What follows belongs to an exercise in optimizing a design on an open flow for small area and a short achievable clock period; a production flow would make more cautious choices. RTL that was checked went through simulation tests only; none was proved equivalent to the original. No activity file was given, so power comes from the tool's default toggle rates.

## ember
==> flow/design.v (excerpt) <==
module FPadd (
    input         ADD_SUB,
    input  [31:0] FP_A,
    input  [31:0] FP_B,
    input         clk,
    output reg [31:0] FP_Z
);
    wire [7:0]  eA = FP_A[30:23], eB = FP_B[30:23];
    wire        zA = ~|eA, zB = ~|eB;
    wire        ffA = &eA, ffB = &eB;
    wire [7:0]  fA = {eA[7:1], eA[0] | zA}, fB = {eB[7:1], eB[0] | zB};
    wire [8:0]  dAB = {1'b0, fA} - {1'b0, fB};
    wire [7:0]  dBA = fB - fA;
    wire        dneg = dAB[8];
    wire        deq  = (fA == fB);
    wire [7:0]  sh   = dneg ? dBA : dAB[7:0];
    wire        xB   = FP_B[31] ^ ~ADD_SUB;
    reg  [22:0] fa1, fb1;
    reg         ha1, hb1, sa1, xb1, dneg1, deq1, shz1, nan1, inf1;
    reg  [4:0]  sh1;
    reg  [7:0]  e1;
    always @(posedge clk) begin
        fa1   <= FP_A[22:0];
        fb1   <= FP_B[22:0];
        ha1   <= ~zA;
        hb1   <= ~zB;
        sa1   <= FP_A[31];
        xb1   <= xB;
        dneg1 <= dneg;
        deq1  <= deq;
        sh1   <= sh[4:0];
        shz1  <= (sh > 8'd26);
        e1    <= dneg ? eB : (deq ? (eA | eB) : eA);
        nan1  <= (ffA & |FP_A[22:0]) | (ffB & |FP_B[22:0]) | (ffA & ffB & ~ADD_SUB);
        inf1  <= ffA | ffB;
    end
    wire [23:0] mA = {ha1, fa1}, mB = {hb1, fb1};
    wire [23:0] L0 = dneg1 ? mB : mA;
    wire [23:0] S0 = dneg1 ? mA : mB;
    wire [26:0] sal = shz1 ? 27'd0 : ({S0, 3'b000} >> sh1);
    reg  [23:0] l2;
    reg  [26:0] s2al;
    reg  [7:0]  e2;
    reg         cmp2, sl2, sub2, nan2, inf2;
    always @(posedge clk) begin
        l2   <= L0;
        s2al <= sal;
        cmp2 <= deq1 & (mA < mB);
        e2   <= e1;
        sl2  <= dneg1 ? xb1 : sa1;
        sub2 <= sa1 ^ xb1;
        nan2 <= nan1;
        inf2 <= inf1;
    end
    wire [26:0] opL = cmp2 ? s2al : {l2, 3'b000};
    wire [26:0] opS = cmp2 ? {l2, 3'b000} : s2al;
    wire [27:0] M   = sub2 ? ({1'b0, opL} - {1'b0, opS}) : ({1'b0, opL} + {1'b0, opS});
    reg  [27:0] m3;
    reg  [7:0]  e3;
    reg         sl3, sub3, nan3, inf3;
    always @(posedge clk) begin
        m3   <= M;
        e3   <= e2;
        sl3  <= sl2 ^ (cmp2 & sub2);
        sub3 <= sub2;
        nan3 <= nan2;
  ...
Size: roughly 98 I/O pins, ~15000 sq um of cells after synthesis.
clock: 7.0 ns
lec_check: 0
cap_margin: 20
core_margin: 2
core_utilization: 40
setup_slack_margin: 3.5
slew_margin: 20
run.sh (not shown) runs the stock make flow with config.mk's settings and CLKGATE_MAP_FILE= SYNTH_SCRIPT=/design/flow/synth_recipe.tcl, a recipe that flattens the netlist after the stock synthesis.
ember | status: complete | timing, DRC, antenna: pass
What amber does differently from ember at the input level:
# ember
export LEC_CHECK = 0
export CAP_MARGIN = 20
export CORE_MARGIN = 2
export CORE_UTILIZATION = 40
export SETUP_SLACK_MARGIN = 3.5
export SLEW_MARGIN = 20
create_clock -name core_clock -period 7.0 [get_ports {clk}]
# amber
export LEC_CHECK = 0
export CAP_MARGIN = 20
export CORE_MARGIN = 2
export CORE_UTILIZATION = 40
export SETUP_SLACK_MARGIN = 4.5
export SLEW_MARGIN = 20
create_clock -name core_clock -period 7.0 [get_ports {clk}]
### Flow results
Taking ember as the reference point, the worst stage delay on the critical path of amber falls by 0.03 ns. Going from ember to amber, power rose 3.7%; first-pass GRT wire length rose about 6.5%.
No run of this note included a check of the RTL's function; only the layout flow was run.

Another version of the RTL of FPadd (not shown whole).
For scale: roughly 1,400 cells after synthesis, about 290 flip-flops, ~98 I/O pins.
==> flow/design.v (excerpt) <==
module FPadd (
    input         ADD_SUB,
    input  [31:0] FP_A,
    input  [31:0] FP_B,
    input         clk,
    output reg [31:0] FP_Z
);
    integer i, l;
    wire [7:0]  eA = FP_A[30:23], eB = FP_B[30:23];
    wire        zA = ~|eA, zB = ~|eB;
    wire        ffA = &eA, ffB = &eB;
    wire        lowA = ~|eA[7:1], lowB = ~|eB[7:1];
    wire        dneg = (eA < eB) & ~lowB;
    wire        deq  = (eA == eB) | (lowA & lowB);
    wire [7:0]  dAB = eA - eB;
    wire [7:0]  dBA = eB - eA;
    wire        c   = zA ^ zB;
    wire [23:0] mA = {~zA, FP_A[22:0]}, mB = {~zB, FP_B[22:0]};
    reg  [23:0] lt, eqv;
    always @* begin
        lt  = ~mA & mB;
        eqv = ~(mA ^ mB);
        for (l = 0; (1 << l) < 24; l = l + 1)
            for (i = 0; i < 24; i = i + 1)
                if (((i >> l) & 1) == 1) begin
                    lt[i]  = lt[i] | (eqv[i] & lt[((i >> l) << l) - 1]);
                    eqv[i] = eqv[i] & eqv[((i >> l) << l) - 1];
                end
    end
    wire        swp = dneg | (deq & lt[23]);
    wire        xB  = FP_B[31] ^ ~ADD_SUB;
    reg  [23:0] ma1, mb1;
    reg         sa1, sub1, c1, swp1, zab1, zba1, nan1, inf1;
    reg  [4:0]  dab1, dba1;
    reg  [7:0]  e1;
    always @(posedge clk) begin
        ma1   <= mA;
        mb1   <= mB;
        sa1   <= FP_A[31];
        sub1  <= FP_A[31] ^ xB;
        c1    <= c;
        swp1  <= swp;
        dab1  <= dAB[4:0];
        dba1  <= dBA[4:0];
        zab1  <= (|dAB[7:5]) & ~(c & (dAB == 8'd32));
        zba1  <= (|dBA[7:5]) & ~(c & (dBA == 8'd32));
        e1    <= (eA < eB) ? eB : eA;
        nan1  <= (ffA & |FP_A[22:0]) | (ffB & |FP_B[22:0]) | (ffA & ffB & ~ADD_SUB);
        inf1  <= ffA | ffB;
    end
    wire [23:0] L0  = swp1 ? mb1 : ma1;
    wire [23:0] S0  = swp1 ? (ma1 ^ {24{sub1}}) : (mb1 ^ {24{sub1}});
    wire [4:0]  sh  = (swp1 ? dba1 : dab1) - {4'd0, c1};
    wire        shz = swp1 ? zba1 : zab1;
    wire [57:0] sw  = {{31{sub1}}, S0, {3{sub1}}} >> sh;
    wire [26:0] sal = shz ? {27{sub1}} : sw[26:0];
    reg  [23:0] l2;
    reg  [26:0] s2al;
    reg  [7:0]  e2;
    reg         sl2, sub2, nan2, inf2;
    always @(posedge clk) begin
        l2    <= L0;
        s2al  <= sal;
        e2    <= e1;
        sl2   <= sa1 ^ (swp1 & sub1);
        sub2  <= sub1;
        nan2  <= nan1;
        inf2  <= inf1;
    end
  ...
export LEC_CHECK = 0
export CAP_MARGIN = 20
export CORE_MARGIN = 2
export CORE_UTILIZATION = 40
export CTS_BUF_LIST = sky130_fd_sc_hd__clkbuf_4
export SETUP_SLACK_MARGIN = 4.2
export SLEW_MARGIN = 20
create_clock -name core_clock -period 7.0 [get_ports {clk}]
standard.sh (not shown) runs the stock make flow with config.mk's settings and CLKGATE_MAP_FILE= SYNTH_SCRIPT=/design/flow/synth_recipe.tcl, a recipe that flattens the netlist after the stock synthesis.
==> flow/flow/run.sh <==
#!/bin/bash
# The standard layout (standard.sh: the standard ORFS synthesis through
# finish, unchanged) with two differences in how the layout is made:
#  - the buffers that global placement puts on every input and output port
#    are buf_2 cells instead of the default pick (clkdlybuf4s50_1, a slow
#    clock-delay cell);
#  - clock tree synthesis inserts no dummy loads.
set -euo pipefail
cd "$(dirname "$0")/.."
export BUFFER_PORTS_ARGS="-buffer_cell sky130_fd_sc_hd__buf_2"
export CTS_ARGS="-sink_clustering_enable -repair_clock_nets -dont_use_dummy_load -buf_list sky130_fd_sc_hd__clkbuf_4"
bash standard.sh > standard.log 2>&1
The starting point ran to the end with no violations.
Next try:
==> flow/flow/run.sh (replaced) <==
#!/bin/bash
# The standard layout (standard.sh: the standard ORFS synthesis through
# finish, unchanged) with one difference: the buffers that global placement
# puts on every input and output port are buf_2 cells instead of the cell
# buffer_ports picks by default (clkdlybuf4s50_1, a slow clock-delay cell).
set -euo pipefail
cd "$(dirname "$0")/.."
export BUFFER_PORTS_ARGS="-buffer_cell sky130_fd_sc_hd__buf_2"
bash standard.sh > standard.log 2>&1
The new run finished with timing, DRC and antenna clean.
Sequential power hardly moves.
Setup slack gets better by 0.014 ns.
Final area rises by 2.4%.
Die area stays the same.
Power is higher by 6.5%.
Hold slack gets better by 0.0045 ns.
Wire length grows by 0.92%.
Global-route usage rises by 0.20 points.
Cell count goes up by about 2.8%.
Fmax increases by 0.51%.
Next try:
==> flow/flow/run.sh (replaced) <==
#!/bin/bash
# The standard layout (standard.sh: the standard ORFS synthesis through
# finish, unchanged) with two differences in how the layout is made:
#  - the buffers that global placement puts on every input and output port
#    are buf_2 cells instead of the default pick (clkdlybuf4s50_1, a slow
#    clock-delay cell);
#  - clock tree synthesis inserts no dummy loads.
set -euo pipefail
cd "$(dirname "$0")/.."
export BUFFER_PORTS_ARGS="-buffer_cell sky130_fd_sc_hd__buf_2"
export CTS_ARGS="-sink_clustering_enable -repair_clock_nets -dont_use_dummy_load -buf_list sky130_fd_sc_hd__clkbuf_4"
bash standard.sh > standard.log 2>&1
Settings changed: SETUP_SLACK_MARGIN 4.2 to 4.5.
Clock-buffer cell count drops by 24.
Die area does not change.
Routed wire length goes up by about 5%.

v48:
FPadd, a different RTL version from the one above (not shown whole).
Size in the first run: roughly 1500 cells after synthesis, about 98 I/O pins, roughly 14000 sq um of cells after synthesis.
==> flow/config.mk <==
export PLATFORM = sky130hd
export DESIGN_NAME = FPadd
export DESIGN_NICKNAME = FPadd
export VERILOG_FILES = /design/flow/design.v
export SDC_FILE = /design/flow/constraint.sdc
export NUM_CORES = 4
export LEC_CHECK = 0
export CAP_MARGIN = 20
export CORE_MARGIN = 2
export CORE_UTILIZATION = 40
export SETUP_SLACK_MARGIN = 4.0
export SLEW_MARGIN = 20
==> flow/constraint.sdc <==
create_clock -name core_clock -period 7.0 [get_ports {clk}]
set_input_delay 1.4000 -clock core_clock [delete_from_list [all_inputs] [get_ports {clk}]]
set_output_delay 1.4000 -clock core_clock [all_outputs]
set_load 0.01 [all_outputs]
==> flow/flow/run.sh <==
#!/bin/bash
# The standard layout (standard.sh: the standard ORFS synthesis through
# finish, unchanged) with one difference: the buffers that global placement
# puts on every input and output port are buf_2 cells instead of the cell
# buffer_ports picks by default (clkdlybuf4s50_1, a slow clock-delay cell).
set -euo pipefail
cd "$(dirname "$0")/.."
export BUFFER_PORTS_ARGS="-buffer_cell sky130_fd_sc_hd__buf_2"
bash standard.sh > standard.log 2>&1
v48 has completed all stages; timing, DRC and antenna checks passed.
> inputs changed (v48 -> v9)
# v48
export LEC_CHECK = 0
export CAP_MARGIN = 20
export CORE_MARGIN = 2
export CORE_UTILIZATION = 40
export SETUP_SLACK_MARGIN = 4.0
export SLEW_MARGIN = 20
create_clock -name core_clock -period 7.0 [get_ports {clk}]
# v9
export LEC_CHECK = 0
export CAP_MARGIN = 20
export CORE_MARGIN = 2
export CORE_UTILIZATION = 40
export CTS_BUF_LIST = sky130_fd_sc_hd__clkbuf_4 sky130_fd_sc_hd__clkbuf_8
export CTS_CLUSTER_SIZE = 30
export SETUP_SLACK_MARGIN = 4.0
export SLEW_MARGIN = 20
create_clock -name core_clock -period 7.0 [get_ports {clk}]
==> flow/run.sh (new file) <==
#!/bin/bash
# synth_recipe.tcl (not shown) runs the flow's synth.tcl, then flattens the netlist and writes it again
# the make line also repeats each setting of config.mk as NAME=value (left out here)
make -C /OpenROAD-flow-scripts/flow DESIGN_CONFIG=/design/flow/config.mk WORK_HOME=/design/flow/orfs CLKGATE_MAP_FILE= SYNTH_SCRIPT=/design/flow/synth_recipe.tcl finish
removed: flow/flow/run.sh
removed: flow/standard.sh
==> comparison <==
Diff v9..v48 | mux contribution to synthesized area | unchanged. Relative to v48, v9 improves time the final worst path needs with I/O delays and setup. v9 vs v48 on layout buffering overhead excluding clock cells: v9 is the higher one. Looking only at post-layout total power, and setting everything else aside, the higher value of v9 and v48 goes to v48. Across both runs, non-clock buffer count was lower for v9 than for v48. Going from v48 to v9, clock latency on the worst-skew pair rose 80 ps; number of cells in the design after placement about even; share of power burned in combinational logic rose 2.1 points; via count fell 41.
> inputs changed (v9 -> v6)
# v9
export LEC_CHECK = 0
export CAP_MARGIN = 20
export CORE_MARGIN = 2
export CORE_UTILIZATION = 40
export CTS_BUF_LIST = sky130_fd_sc_hd__clkbuf_4 sky130_fd_sc_hd__clkbuf_8
export CTS_CLUSTER_SIZE = 30
export SETUP_SLACK_MARGIN = 4.0
export SLEW_MARGIN = 20
create_clock -name core_clock -period 7.0 [get_ports {clk}]
# v6
export LEC_CHECK = 0
export CAP_MARGIN = 20
export CORE_MARGIN = 2
export CORE_UTILIZATION = 40
export SETUP_SLACK_MARGIN = 4.0
export SLEW_MARGIN = 20
create_clock -name core_clock -period 7.0 [get_ports {clk}]
Findings:
Taking v9 as the reference, in v6 switching power down about 1.7%; maximum frequency down 4.9 MHz; routing usage on met2 stayed essentially flat. Maximum ir drop on the vdd rail was lower in the run labelled v9. v6 ended with less final design instance area without fill than v9. Looking at headroom to the max-slew limit, v6 sits 0.30 points below v9. In terms of global-route usage, v9 and v6 differ only marginally. Between v9 and v6, the wire length figures differ only marginally.

== before ==
FPadd, a different RTL version from the one above (not shown whole).
Size in the first run: roughly 98 I/O pins, ~14000 um^2 of cells after synthesis.
export LEC_CHECK = 0
export CAP_MARGIN = 20
export CORE_MARGIN = 2
export CORE_UTILIZATION = 40
export CTS_BUF_LIST = sky130_fd_sc_hd__clkbuf_8
export SETUP_SLACK_MARGIN = 4.3
export SLEW_MARGIN = 20
create_clock -name core_clock -period 7.0 [get_ports {clk}]
==> flow/flow/run.sh <==
#!/bin/bash
# The standard layout (standard.sh: the standard ORFS synthesis through
# finish, unchanged) with two differences in how the layout is made:
#  - the buffers that global placement puts on every input and output port
#    are buf_2 cells instead of the default pick (clkdlybuf4s50_1, a slow
#    clock-delay cell);
#  - clock tree synthesis inserts no dummy loads.
set -euo pipefail
cd "$(dirname "$0")/.."
export BUFFER_PORTS_ARGS="-buffer_cell sky130_fd_sc_hd__buf_2"
export CTS_ARGS="-sink_clustering_enable -repair_clock_nets -dont_use_dummy_load -buf_list sky130_fd_sc_hd__clkbuf_8 -sink_clustering_size 16 -sink_clustering_max_diameter 80"
bash standard.sh > standard.log 2>&1
The following lists how after was set up differently from before:
diff --git a/flow/config.mk b/flow/config.mk
--- a/flow/config.mk
+++ b/flow/config.mk
@@ -10,4 +10,4 @@
 export CORE_UTILIZATION = 40
 export CTS_BUF_LIST = sky130_fd_sc_hd__clkbuf_8
-export SETUP_SLACK_MARGIN = 4.3
+export SETUP_SLACK_MARGIN = 4.4
 export SLEW_MARGIN = 20
Findings:
after vs. before: overall overflow remaining after global route stayed essentially flat; minimum setup slack among reg-to-reg paths rose by 0.05 ns; required time of the critical path rose by 0.05 ns; weighted congestion at the end of routability-driven global placement fell by 3.5%. Compared with before, final cell count in after increased slightly. Sequential share of layout area came out lower on after than on before.
No run of this note included a check of the RTL's function; only the layout flow was run.

the previous run:
Another version of the RTL of FPadd (not shown whole).
Size in the first run: roughly 1400 cells after synthesis, ~280 flip-flops, ~98 I/O pins, about 14000 um2 of cells after synthesis.
// FPadd
module FPadd (
    input         ADD_SUB,
    input  [31:0] FP_A,
    input  [31:0] FP_B,
    input         clk,
    output reg [31:0] FP_Z
);
==> flow/config.mk <==
export PLATFORM = sky130hd
export DESIGN_NAME = FPadd
export DESIGN_NICKNAME = FPadd
export VERILOG_FILES = /design/flow/design.v
export SDC_FILE = /design/flow/constraint.sdc
export NUM_CORES = 4
export LEC_CHECK = 0
export CAP_MARGIN = 20
export CORE_MARGIN = 2
export CORE_UTILIZATION = 40
export CTS_BUF_LIST = sky130_fd_sc_hd__clkbuf_8
export SETUP_SLACK_MARGIN = 4.3
export SLEW_MARGIN = 20
==> flow/constraint.sdc <==
create_clock -name core_clock -period 7.0 [get_ports {clk}]
set_input_delay 1.4000 -clock core_clock [delete_from_list [all_inputs] [get_ports {clk}]]
set_output_delay 1.4000 -clock core_clock [all_outputs]
set_load 0.01 [all_outputs]
Scripts as last shown in full above: flow/flow/run.sh
The previous run | status: complete | timing, DRC, antenna: pass
Input changes introduced in the current run (baseline for comparison: the previous run):
# the previous run
export LEC_CHECK = 0
export CAP_MARGIN = 20
export CORE_MARGIN = 2
export CORE_UTILIZATION = 40
export CTS_BUF_LIST = sky130_fd_sc_hd__clkbuf_8
export SETUP_SLACK_MARGIN = 4.3
export SLEW_MARGIN = 20
create_clock -name core_clock -period 7.0 [get_ports {clk}]
# the current run
export LEC_CHECK = 0
export ABC_AREA = 1
export CAP_MARGIN = 20
export CORE_MARGIN = 2
export CORE_UTILIZATION = 40
export CTS_BUF_LIST = sky130_fd_sc_hd__clkbuf_8
export SETUP_SLACK_MARGIN = 4.3
export SLEW_MARGIN = 20
create_clock -name core_clock -period 7.0 [get_ports {clk}]
diff --git a/flow/flow/run.sh b/flow/flow/run.sh
--- a/flow/flow/run.sh
+++ b/flow/flow/run.sh
@@ -6,3 +6,7 @@
 #    clock-delay cell);
-#  - clock tree synthesis inserts no dummy loads.
+#  - clock tree synthesis builds the tree from clkbuf_8 cells, clusters up to
+#    16 flip-flops within 80 um on each leaf buffer, and inserts no dummy
+#    loads.
+# standard.sh's output goes to standard.log here; ORFS keeps each step's full
+# log under orfs/logs/.
 set -euo pipefail
Notes after the runs:
- Diff the previous run -> the current run: adder-cell share of the synthesized area went down 0.40 points, number of antenna violations at the first check in global routing flat, number of fillers in the final layout shows an increase of about 12%, clock period minus worst slack -180 ps.
No functional check of the RTL was part of any run of this note.

==> port drivers added, routing unchanged <==
The flow's constraints put no driver on any port. The routed layouts listed below were extracted and timed again, unchanged, in two steps. Step 1 (the two cells are an assumption about what drives the block):
set clk [get_ports {clk}]
set_driving_cell -lib_cell sky130_fd_sc_hd__clkbuf_16 $clk
set_driving_cell -lib_cell sky130_fd_sc_hd__buf_2 [delete_from_list [all_inputs] $clk]
Step 2 adds t to the input delays and takes it off the output delays; t is the mean of the earliest and latest rising clock arrival at the registers after step 1. Input paths then give back, and output paths get back, about the clock's delay inside the block. Slacks: no drivers / after step 1 / after step 2; pairs: no drivers / after step 1.
run	t, ns	slack for setup (ns)	hold WS [ns]
ember	0.625	3.365 / 3.365 / 2.844	0.325 / 0.325 / 0.325
amber	0.601	3.192 / 3.192 / 2.882	0.318 / 0.318 / 0.318
the first run of note 2	0.700	4.238 / 4.264 / 3.564	0.299 / 0.299 / 0.299
the second run of note 2	0.733	4.252 / 4.276 / 3.543	0.303 / 0.303 / 0.303
the third run of note 2	0.702	4.284 / 4.262 / 3.560	0.271 / 0.271 / 0.271
v48	0.558	3.935 / 3.933 / 3.375	0.323 / 0.323 / 0.323
v9	0.627	4.053 / 4.050 / 3.423	0.323 / 0.323 / 0.323
v6	0.616	4.010 / 4.034 / 3.418	0.325 / 0.325 / 0.325
before	0.564	4.346 / 4.346 / 3.860	0.294 / 0.294 / 0.294
after	0.557	4.392 / 4.392 / 3.914	0.331 / 0.331 / 0.331
the previous run	0.589	4.343 / 4.361 / 3.772	0.333 / 0.333 / 0.333
the current run	0.607	4.524 / 4.548 / 3.940	0.334 / 0.334 / 0.334
After both steps setup and hold are still met in every run listed. For the third run of note 2, which loses most, drivers alone change the setup slack by -0.022 ns; drivers and shift together by -0.724 ns.
